This design comes from an exercise in tuning for small area on the open sky130 flow, not from production work. The RTL was checked by simulation tests, not by an equivalence proof against the original design.

==> v15 <==
Design quadChannelCounter, start of the top module:
module quadChannelCounter(
	input clock50Mhz,
	input init,
	input key_restart,
	output READ,
	output nCS,
	output nRESET,
	output nLDAC,
	output [1:0]dac_chn_out,
	output [11:0]dac_data_out,
	input  wire [7:0]host_addr,
	input  wire      host_addr_write,
	input  wire [7:0]host_wdata,
	input  wire      host_write,
	input  wire [31:0]host_wdata32,
	input  wire      host_write32,
	input  wire      host_start_step,
	output wire [7:0]host_rdata,
	output wire      stop_step,
	output wire [31:0]time_count,
	output wire [31:0]ch0_count,
	output wire [31:0]ch1_count,
	output wire [31:0]ch2_count,
	output wire [31:0]ch3_count,
	input [3:0]count
);
clock: 10.0 ns
lec_check: 0
cap_margin: 20
core_margin: 2
core_utilization: 65
place_density: 0.75
slew_margin: 20
standard.sh (not shown) runs the stock make flow with config.mk's settings and CLKGATE_MAP_FILE= SYNTH_SCRIPT=/design/flow/synth_recipe.tcl, a recipe that flattens the netlist after the stock synthesis.
==> flow/flow/run.sh <==
#!/bin/bash
# Layout flow: the standard ORFS layout (standard.sh) with three changes.
# 1. Synthesis runs synth_recipe.tcl behind the prelude flow/area_synth.tcl:
#    adders are left to ABC and ABC maps for area (flow/area.abc).
# 2. Port buffers use the smallest buffer cell, buf_1.
# 3. Clock-tree synthesis uses clkbuf_4 clusters and no dummy loads.
# Each tool's log is under orfs/logs/; make's output goes to standard_make.log.
set -euo pipefail
cd "$(dirname "$0")/.."
W=$PWD
{
	echo "set ::my_area_abc $W/flow/area.abc"
	cat flow/area_synth.tcl
	cat synth_recipe.tcl
} > area_synth_recipe.tcl
CTS="-sink_clustering_enable -repair_clock_nets -dont_use_dummy_load"
CTS="$CTS -buf_list sky130_fd_sc_hd__clkbuf_4"
CTS="$CTS -sink_clustering_size 10 -sink_clustering_max_diameter 30"
bash standard.sh \
	"SYNTH_SCRIPT=$W/area_synth_recipe.tcl" \
	"BUFFER_PORTS_ARGS=-buffer_cell sky130_fd_sc_hd__buf_1" \
	"CTS_ARGS=$CTS" \
	finish > standard_make.log 2>&1
==> flow/flow/area.abc <==
&get -n
&st
&dch -f
&nf -R 1000 -p -C 32 -F 8
&st
&dch -f
&nf -R 1000 -p -C 32 -F 8
&put
topo
==> flow/flow/area_synth.tcl <==
# Prelude to the standard flow's synthesis script (synth_recipe.tcl), which run.sh puts in
# front of it. Two changes to the standard synthesis, both after the registers
# are mapped, so the registers, their names and their cell types stay the same:
# - no half/full-adder extraction: ABC maps the adders with the other logic;
# - ABC runs an area-oriented script (flow/area.abc) instead of the speed one.
set ::env(ADDER_MAP_FILE) ""
proc abc {args} {
	set i [lsearch -exact $args -script]
	if {$i >= 0} {
		lset args [expr {$i + 1}] $::my_area_abc
	}
	yosys abc {*}$args
}
==> v38: changes against v15 <==
--- a/flow/design.v
+++ b/flow/design.v
@@ -81,25 +81,26 @@
 		sw_out32 <= 1'b0;
 	end
 end
 always @(posedge clk) begin
 	if (c_state == C_R0)
-		c_cnt <= 16'd50000;
+		c_cnt <= 16'hc65e;
 	else if (c_state == C_SW0 || c_state == C_S320 || c_state == C_AD0)
-		c_cnt <= 16'd20;
+		c_cnt <= 16'h9b06;
 	else
-		c_cnt <= c_cnt - 16'd1;
+		c_cnt <= {c_cnt[14:0], ~(c_cnt[15] ^ c_cnt[13] ^ c_cnt[12] ^ c_cnt[10])};
 end
 always @(posedge clk) begin
 	if (init | c_init0 | ((c_r1 | c_ad1) & c_cnt_nz))
 		addr <= host_addr & {8{c_ad1 & ~init}};
 	if (init | (c_sw1 & c_cnt_nz))
 		wdata_is2 <= (host_wdata == 8'h02) & ~init;
-	if (c_sw1 & c_cnt_nz)
-		wlatch[7:0] <= host_wdata;
+	wlatch[7:0] <= ({8{c_sw1 & c_cnt_nz}} & host_wdata) |
+	               ({8{c_s321 & c_cnt_nz}} & host_wdata32[7:0]) |
+	               ({8{~((c_sw1 | c_s321) & c_cnt_nz)}} & wlatch[7:0]);
 	if (c_s321 & c_cnt_nz)
-		wlatch <= host_wdata32[15:0];
+		wlatch[15:8] <= host_wdata32[15:8];
 end
 reg [7:0] d_ram0;           
 reg [7:0] d_ram1;           
 reg [7:0] d_ram2;           
 reg [63:0] d_ramx;          
@@ -117,10 +118,12 @@
 end
 wire a_47 = addr == 8'h47;
 wire w32 = sw_out32 & a_47;
 wire d_clr = d_reset | init;
 wire [7:0] d_wd = wdata & {8{~d_clr}};
+wire d_w24 = sw_out & (addr == 8'h24);
+wire d_w25 = sw_out & (addr == 8'h25);
 wire d_range = (addr >= 8'h02 && addr <= 8'h09) || (addr >= 8'h23 && addr <= 8'h25) ||
                addr == 8'h47 || addr == 8'h48;
 wire k_range = (addr >= 8'h26) && (addr <= 8'h3b);
 reg [7:0] rd;
 integer i;
@@ -128,14 +131,17 @@
 	for (i = 0; i < 8; i = i + 1)
 		if (init | (sw_out & (addr == 8'h02 + i)))
 			d_ramx[i*8 +: 8] <= wdata & {8{~init}};
 	if (d_clr | (sw_out & (addr == 8'h23)))
 		d_ram0 <= d_wd;
-	if (d_clr | (sw_out & (addr == 8'h24)) | w32)
-		d_ram1 <= d_clr ? 8'h00 : w32 ? wdata32[7:0] : wdata;
-	if (d_clr | (sw_out & (addr == 8'h25)) | w32)
-		d_ram2 <= d_clr ? 8'h88 : w32 ? wdata32[15:8] : wdata;
+	d_ram1 <= ({8{~d_clr & w32}} & wdata32[7:0]) |
+	          ({8{~d_clr & ~w32 & d_w24}} & wdata) |
+	          ({8{~d_clr & ~w32 & ~d_w24}} & d_ram1);
+	d_ram2 <= ({8{d_clr}} & 8'h88) |
+	          ({8{~d_clr & w32}} & wdata32[15:8]) |
+	          ({8{~d_clr & ~w32 & d_w25}} & wdata) |
+	          ({8{~d_clr & ~w32 & ~d_w25}} & d_ram2);
 	if (init | (sw_out & (addr == 8'h25)) | w32)
 		ch <= ch_dec & {2{~init}};
 	if (init | d_range)
 		d_dout <= rd & {8{~init}};
 end
@@ -242,11 +248,11 @@
 reg [7:0] secTime;
 reg stop;
 reg [7:0] k_dout;
 reg [3:0] sig_s1, sig_s2;
 wire [3:0] rise = sig_s1 & ~sig_s2;
-reg [31:0] cnt0, cnt1, cnt2, cnt3, cnt_time;
+reg [31:0] cnt1, cnt2, cnt3, cnt_time;
 always @(posedge clk) begin
 	sig_s1 <= count;
 	sig_s2 <= sig_s1;
 end
 wire k_R = reset_out | k_ram0[0];
@@ -264,42 +270,46 @@
 			t = t & q[b];
 		end
 	end
 endfunction
 always @(posedge clk) begin
-	cnt0 <= count32(cnt0, rise[0] & k_ram0[7], k_clr);
 	cnt1 <= count32(cnt1, rise[1] & k_ram0[6], k_clr);
 	cnt2 <= count32(cnt2, rise[2] & k_ram0[5], k_clr);
 	cnt3 <= count32(cnt3, rise[3] & k_ram0[4], k_clr);
 	cnt_time <= count32(cnt_time, rise[0], k_clr);
 end
 wire k_init = k_state == K_INIT;
 wire k_rclr = init | k_init;
 wire k_wr = k_state == K_WRITE;
 wire k_copy = (k_state == K_COUNT) & ~(|secTime) & ~init;
 wire [7:0] k_wd = wdata & {8{~k_rclr}};
-wire [159:0] k_cnt = {cnt3, cnt2, cnt1, cnt_time, cnt0};
+wire [159:0] k_cnt = {cnt3, cnt2, cnt1, cnt_time, cnt_time};
 always @(posedge clk) begin
 	if (k_rclr | (k_wr & (addr == 8'h26)))
 		k_ram0 <= k_wd;
 	if (k_rclr | (k_wr & (addr == 8'h27)))
 		k_ram1 <= k_wd;
-	for (i = 0; i < 20; i = i + 1)
-		if (k_rclr | k_copy | (k_wr & (addr == 8'h28 + i)))
-			k_res[i*8 +: 8] <= k_copy ? k_cnt[i*8 +: 8] : k_wd;
 	if (init | ((k_state == K_IDLE) & k_range))
 		k_dout <= rd & {8{~init}};
 end
+reg k_ld;
+always @(posedge clk) begin
+	for (i = 0; i < 20; i = i + 1) begin
+		k_ld = k_rclr | (k_wr & (addr == 8'h28 + i));
+		k_res[i*8 +: 8] <= ({8{k_copy & (i >= 4 || k_ram0[7])}} & k_cnt[i*8 +: 8]) |
+		                   ({8{~k_copy & k_ld}} & k_wd) |
+		                   ({8{~k_copy & ~k_ld}} & k_res[i*8 +: 8]);
+	end
+end
 wire sec_run = ((k_state == K_DELAY) & ~sec_9) |
                ((k_state == K_COUNT) & (|secTime) & ~sec_9999) |
                ((k_state == K_END) & ~sec_100);
 always @(posedge clk) begin
 	sec <= sec_run ? sec + 14'd1 : 14'd0;
-	if (k_state == K_DELAY)
-		secTime <= k_ram1;
-	else if ((k_state == K_COUNT) & sec_9999)
-		secTime <= secTime - 8'd1;
+	secTime <= ({8{k_state == K_DELAY}} & k_ram1) |
+	           ({8{(k_state == K_COUNT) & sec_9999}} & (secTime - 8'd1)) |
+	           ({8{(k_state != K_DELAY) & ~((k_state == K_COUNT) & sec_9999)}} & secTime);
 end
 always @(posedge clk) begin
 	case (k_state)
 		K_INIT: begin
 			stop <= 1'b0;
@@ -343,27 +353,22 @@
 assign ch0_count = k_res[31:0];
 assign time_count = k_res[63:32];
 assign ch1_count = k_res[95:64];
 assign ch2_count = k_res[127:96];
 assign ch3_count = k_res[159:128];
+integer j;
 always @* begin
-	case (addr)
-		8'h02: rd = d_ramx[7:0];
-		8'h03: rd = d_ramx[15:8];
-		8'h04: rd = d_ramx[23:16];
-		8'h05: rd = d_ramx[31:24];
-		8'h06: rd = d_ramx[39:32];
-		8'h07: rd = d_ramx[47:40];
-		8'h08: rd = d_ramx[55:48];
-		8'h09: rd = d_ramx[63:56];
-		8'h23: rd = d_ram0;
-		8'h24, 8'h47: rd = d_ram1;
-		8'h25, 8'h48: rd = d_ram2;
-		8'h26: rd = k_ram0;
-		8'h27: rd = k_ram1;
-		default: rd = k_res[(addr[4:0] - 5'd8)*8 +: 8];
-	endcase
+	rd = 8'h00;
+	for (j = 0; j < 8; j = j + 1)
+		rd = rd | (d_ramx[j*8 +: 8] & {8{addr == 8'h02 + j}});
+	rd = rd | (d_ram0 & {8{addr == 8'h23}});
+	rd = rd | (d_ram1 & {8{addr == 8'h24 || addr == 8'h47}});
+	rd = rd | (d_ram2 & {8{addr == 8'h25 || addr == 8'h48}});
+	rd = rd | (k_ram0 & {8{addr == 8'h26}});
+	rd = rd | (k_ram1 & {8{addr == 8'h27}});
+	for (j = 0; j < 20; j = j + 1)
+		rd = rd | (k_res[j*8 +: 8] & {8{addr == 8'h28 + j}});
 end
 reg [7:0] rdata;
 always @* begin
 	if (addr == 8'h00) rdata = 8'h10;
 	else if (d_range) rdata = d_dout;
--- a/flow/flow/run.sh
+++ b/flow/flow/run.sh
@@ -13,11 +13,11 @@
 	cat flow/area_synth.tcl
 	cat synth_recipe.tcl
 } > area_synth_recipe.tcl
 CTS="-sink_clustering_enable -repair_clock_nets -dont_use_dummy_load"
 CTS="$CTS -buf_list sky130_fd_sc_hd__clkbuf_4"
-CTS="$CTS -sink_clustering_size 10 -sink_clustering_max_diameter 30"
+CTS="$CTS -sink_clustering_size 10 -sink_clustering_max_diameter 40"
 bash standard.sh \
 	"SYNTH_SCRIPT=$W/area_synth_recipe.tcl" \
 	"BUFFER_PORTS_ARGS=-buffer_cell sky130_fd_sc_hd__buf_1" \
 	"CTS_ARGS=$CTS" \
 	finish > standard_make.log 2>&1
==> v31: changes against v15 <==
--- a/flow/design.v
+++ b/flow/design.v
@@ -34,14 +34,12 @@
 reg [15:0] c_cnt;
 reg reset_out;      
 reg sw_out;         
 reg sw_out32;       
 reg [7:0] addr;
-reg [15:0] wlatch;
-reg wdata_is2;
-wire [7:0] wdata = wlatch[7:0];
-wire [15:0] wdata32 = wlatch;
+reg [7:0] wdata;
+reg [15:0] wdata32;
 wire c_cnt_nz = |c_cnt;
 wire c_r1 = c_state == C_R1;
 wire c_sw1 = c_state == C_SW1;
 wire c_s321 = c_state == C_S321;
 wire c_ad1 = c_state == C_AD1;
@@ -56,11 +54,11 @@
 				c_state <= C_AD0;
 			else if (host_write32)
 				c_state <= C_S320;
 			else if (host_write)
 				c_state <= C_SW0;
-			else if (!key_restart || (addr == 8'h01 && wdata_is2))
+			else if (!key_restart || (addr == 8'h01 && wdata == 8'h02))
 				c_state <= C_R0;
 		end
 		C_INIT0: c_state <= C_D0;
 		C_R0: c_state <= C_R1;
 		C_SW0, C_S320, C_AD0: c_state <= c_state + 4'd1;
@@ -91,15 +89,13 @@
 end
 always @(posedge clk) begin
 	if (init | c_init0 | ((c_r1 | c_ad1) & c_cnt_nz))
 		addr <= host_addr & {8{c_ad1 & ~init}};
 	if (init | (c_sw1 & c_cnt_nz))
-		wdata_is2 <= (host_wdata == 8'h02) & ~init;
-	if (c_sw1 & c_cnt_nz)
-		wlatch[7:0] <= host_wdata;
+		wdata <= host_wdata & {8{~init}};
 	if (c_s321 & c_cnt_nz)
-		wlatch <= host_wdata32[15:0];
+		wdata32 <= host_wdata32[15:0];
 end
 reg [7:0] d_ram0;           
 reg [7:0] d_ram1;           
 reg [7:0] d_ram2;           
 reg [63:0] d_ramx;          
@@ -147,12 +143,12 @@
 reg [3:0] s_state;
 reg [3:0] s_cnt;
 reg s_read;           
 reg s_ncs;
 reg s_nreset;
+reg start_counter;
 wire s_cnt_nz = |s_cnt;
-wire start_counter = s_state == S_FIN1;
 always @(posedge clk) begin
 	case (s_state)
 		S_FIN0: s_cnt <= 4'd5;
 		S_RESET0: s_cnt <= 4'd3;
 		S_DLY0: s_cnt <= 4'd10;
@@ -175,14 +171,17 @@
 			if (host_start_step) s_state <= S_FIN0;
 			else if (sw_out) s_state <= S_DLY0;
 			else s_state <= S_IDLE;
 		end
 		S_FIN0: begin
+			start_counter <= 1'b1;
 			s_state <= S_FIN1;
 		end
 		S_FIN1: begin
+			if (d_reset) start_counter <= 1'b0;
 			if (!s_cnt_nz) begin
+				start_counter <= 1'b0;
 				s_state <= S_IDLE;
 			end
 		end
 		S_RESET0: begin
 			s_nreset <= 1'b0;
@@ -224,10 +223,11 @@
 	if (init) begin
 		s_state <= S_INIT;
 		s_read <= 1'b1;
 		s_ncs <= 1'b1;
 		s_nreset <= 1'b1;
+		start_counter <= 1'b0;
 	end
 end
 assign READ = s_read;
 assign nLDAC = s_read;
 assign nCS = s_ncs;
@@ -239,23 +239,24 @@
 reg [7:0] k_ram1;             
 reg [159:0] k_res;            
 reg [13:0] sec;
 reg [7:0] secTime;
 reg stop;
+reg k_reset;
 reg [7:0] k_dout;
 reg [3:0] sig_s1, sig_s2;
 wire [3:0] rise = sig_s1 & ~sig_s2;
 reg [31:0] cnt0, cnt1, cnt2, cnt3, cnt_time;
 always @(posedge clk) begin
 	sig_s1 <= count;
 	sig_s2 <= sig_s1;
+	if (init) begin
+		sig_s1 <= 4'b0000;
+		sig_s2 <= 4'b0000;
+	end
 end
-wire k_R = reset_out | k_ram0[0];
-wire sec_9 = sec[3] & sec[0];
-wire sec_100 = sec[6] & sec[5] & sec[2];
-wire sec_9999 = sec[13] & sec[10] & sec[9] & sec[8] & sec[3] & sec[2] & sec[1] & sec[0];
-wire k_clr = (k_state == K_DELAY) & sec_9;
+wire k_clr = k_reset | init;
 function automatic [31:0] count32(input [31:0] q, input en, input clr);
 	integer b;
 	reg t;
 	begin
 		t = en;
@@ -270,10 +271,15 @@
 	cnt1 <= count32(cnt1, rise[1] & k_ram0[6], k_clr);
 	cnt2 <= count32(cnt2, rise[2] & k_ram0[5], k_clr);
 	cnt3 <= count32(cnt3, rise[3] & k_ram0[4], k_clr);
 	cnt_time <= count32(cnt_time, rise[0], k_clr);
 end
+wire k_R = reset_out | k_ram0[0];
+wire sec_8 = sec[3] & ~sec[0];
+wire sec_9 = sec[3] & sec[0];
+wire sec_100 = sec[6] & sec[5] & sec[2];
+wire sec_9999 = sec[13] & sec[10] & sec[9] & sec[8] & sec[3] & sec[2] & sec[1] & sec[0];
 wire k_init = k_state == K_INIT;
 wire k_rclr = init | k_init;
 wire k_wr = k_state == K_WRITE;
 wire k_copy = (k_state == K_COUNT) & ~(|secTime) & ~init;
 wire [7:0] k_wd = wdata & {8{~k_rclr}};
@@ -310,11 +316,13 @@
 			else if (start_counter) k_state <= K_DELAY;
 			else if (k_R) k_state <= K_INIT;
 		end
 		K_WRITE: k_state <= K_IDLE;
 		K_DELAY: begin
+			if (sec_8) k_reset <= 1'b1;
 			if (sec_9) begin
+				k_reset <= 1'b0;
 				k_state <= K_COUNT;
 			end else if (k_R)
 				k_state <= K_INIT;
 		end
 		K_COUNT: begin
@@ -335,10 +343,11 @@
 		default: ;
 	endcase
 	if (init) begin
 		k_state <= K_INIT;
 		stop <= 1'b0;
+		k_reset <= 1'b0;
 	end
 end
 assign stop_step = stop;
 assign ch0_count = k_res[31:0];
 assign time_count = k_res[63:32];
==> flow/flow/run.sh (replaced) <==
#!/bin/bash
# Standard ORFS layout with two changes: port buffers use the smallest buffer
# cell, and clock-tree synthesis uses clkbuf_4 clusters without dummy loads.
set -euo pipefail
cd "$(dirname "$0")/.."
CTS="-sink_clustering_enable -repair_clock_nets -dont_use_dummy_load"
CTS="$CTS -buf_list sky130_fd_sc_hd__clkbuf_4"
CTS="$CTS -sink_clustering_size 10 -sink_clustering_max_diameter 30"
bash standard.sh \
	"BUFFER_PORTS_ARGS=-buffer_cell sky130_fd_sc_hd__buf_1" \
	"CTS_ARGS=$CTS" \
	finish > standard_make.log 2>&1
- CORE_UTILIZATION: 65 -> 50
- PLACE_DENSITY: 0.75 -> 0.65
removed: flow/flow/area.abc
removed: flow/flow/area_synth.tcl
==> v35: changes against v15 <==
--- a/flow/design.v
+++ b/flow/design.v
@@ -81,15 +81,15 @@
 		sw_out32 <= 1'b0;
 	end
 end
 always @(posedge clk) begin
 	if (c_state == C_R0)
-		c_cnt <= 16'd50000;
+		c_cnt <= 16'hc65e;
 	else if (c_state == C_SW0 || c_state == C_S320 || c_state == C_AD0)
-		c_cnt <= 16'd20;
+		c_cnt <= 16'h9b06;
 	else
-		c_cnt <= c_cnt - 16'd1;
+		c_cnt <= {c_cnt[14:0], ~(c_cnt[15] ^ c_cnt[13] ^ c_cnt[12] ^ c_cnt[10])};
 end
 always @(posedge clk) begin
 	if (init | c_init0 | ((c_r1 | c_ad1) & c_cnt_nz))
 		addr <= host_addr & {8{c_ad1 & ~init}};
 	if (init | (c_sw1 & c_cnt_nz))
--- a/flow/flow/run.sh
+++ b/flow/flow/run.sh
@@ -13,11 +13,11 @@
 	cat flow/area_synth.tcl
 	cat synth_recipe.tcl
 } > area_synth_recipe.tcl
 CTS="-sink_clustering_enable -repair_clock_nets -dont_use_dummy_load"
 CTS="$CTS -buf_list sky130_fd_sc_hd__clkbuf_4"
-CTS="$CTS -sink_clustering_size 10 -sink_clustering_max_diameter 30"
+CTS="$CTS -sink_clustering_size 10 -sink_clustering_max_diameter 40"
 bash standard.sh \
 	"SYNTH_SCRIPT=$W/area_synth_recipe.tcl" \
 	"BUFFER_PORTS_ARGS=-buffer_cell sky130_fd_sc_hd__buf_1" \
 	"CTS_ARGS=$CTS" \
 	finish > standard_make.log 2>&1
==> impl_metrics.ini <==
[power]
p_int_w = 0.00281

[die]
taps = 390
core_area_sq_um = 29400

[routing]
firstDrtPassIters = 9

[outcome]
status = complete, no violations

[layout]
seq_area_sq_um = 11300
That was v38.
==> impl_metrics.ini <==
[outcome]
status = complete, no violations

[global_route]
grt_max_degree = 101
grt-busiest-layer = met2

[synth]
yosysSeqAreaShare = 0.652
synth_most_common_cell = edfxtp_1

[worst_setup_path]
path_buf_inv = 0

[layout]
seq_area_sq_um = 13900

[routing]
firstDrtPassIters = 7

[die]
die_x_um = 185
taps = 442
core_area_sq_um = 32400
That was v35.
==> impl_metrics.ini <==
[power]
p_int_w = 0.00413

[outcome]
status = complete, no violations

[routing]
firstDrtPassIters = 9
routed_wl_um = 67700

[die]
taps = 622
core_area_sq_um = 48600

[layout]
seq_area_sq_um = 14100
That was v31.
==> impl_metrics.ini <==
[placed_design]
place_inst = 2495

[die]
taps = 442
start_util = 0.658

[hold_path]
worstHoldStart = sig_s1[2]

[routing]
drtIter0Drc = 2378
vias_per_cell = 6.65
firstDrtPassIters = 9

[outcome]
status = complete, no violations

[layout]
clk_share = 0.0311
seq_area_sq_um = 13900

[synth]
synth_edf_count = 315
That was v15.

static timing again, ports no longer ideal:
In the flow no input, the clock included, has a driving cell. The finished layouts below were timed again as built, in two steps.
Step 1 assumes that a clkbuf_16 drives the clock port and a buf_2 every other input.
Step 2 also shifts input and output timing later by t, the mid clock arrival at the registers, as if the neighbouring blocks saw the same clock.
Slacks: ideal / step 1 / step 2; pairs: ideal / step 1.
run	t, ns	slack for setup (ns)	latest minus earliest clock arrival (ns)	worst register clock-pin slew, ns	worst data-port slew with drivers (ns)
v15	0.824	3.849 / 3.849 / 3.849	0.122 / 0.122	0.11 / 0.11	0.08
v38	0.819	4.049 / 4.049 / 4.049	0.084 / 0.084	0.12 / 0.12	0.04
v31	0.902	3.238 / 3.238 / 3.238	0.112 / 0.112	0.11 / 0.11	0.07
v35	0.782	3.857 / 3.857 / 3.857	0.069 / 0.068	0.11 / 0.11	0.08
After both steps setup and hold are still met in every run listed.
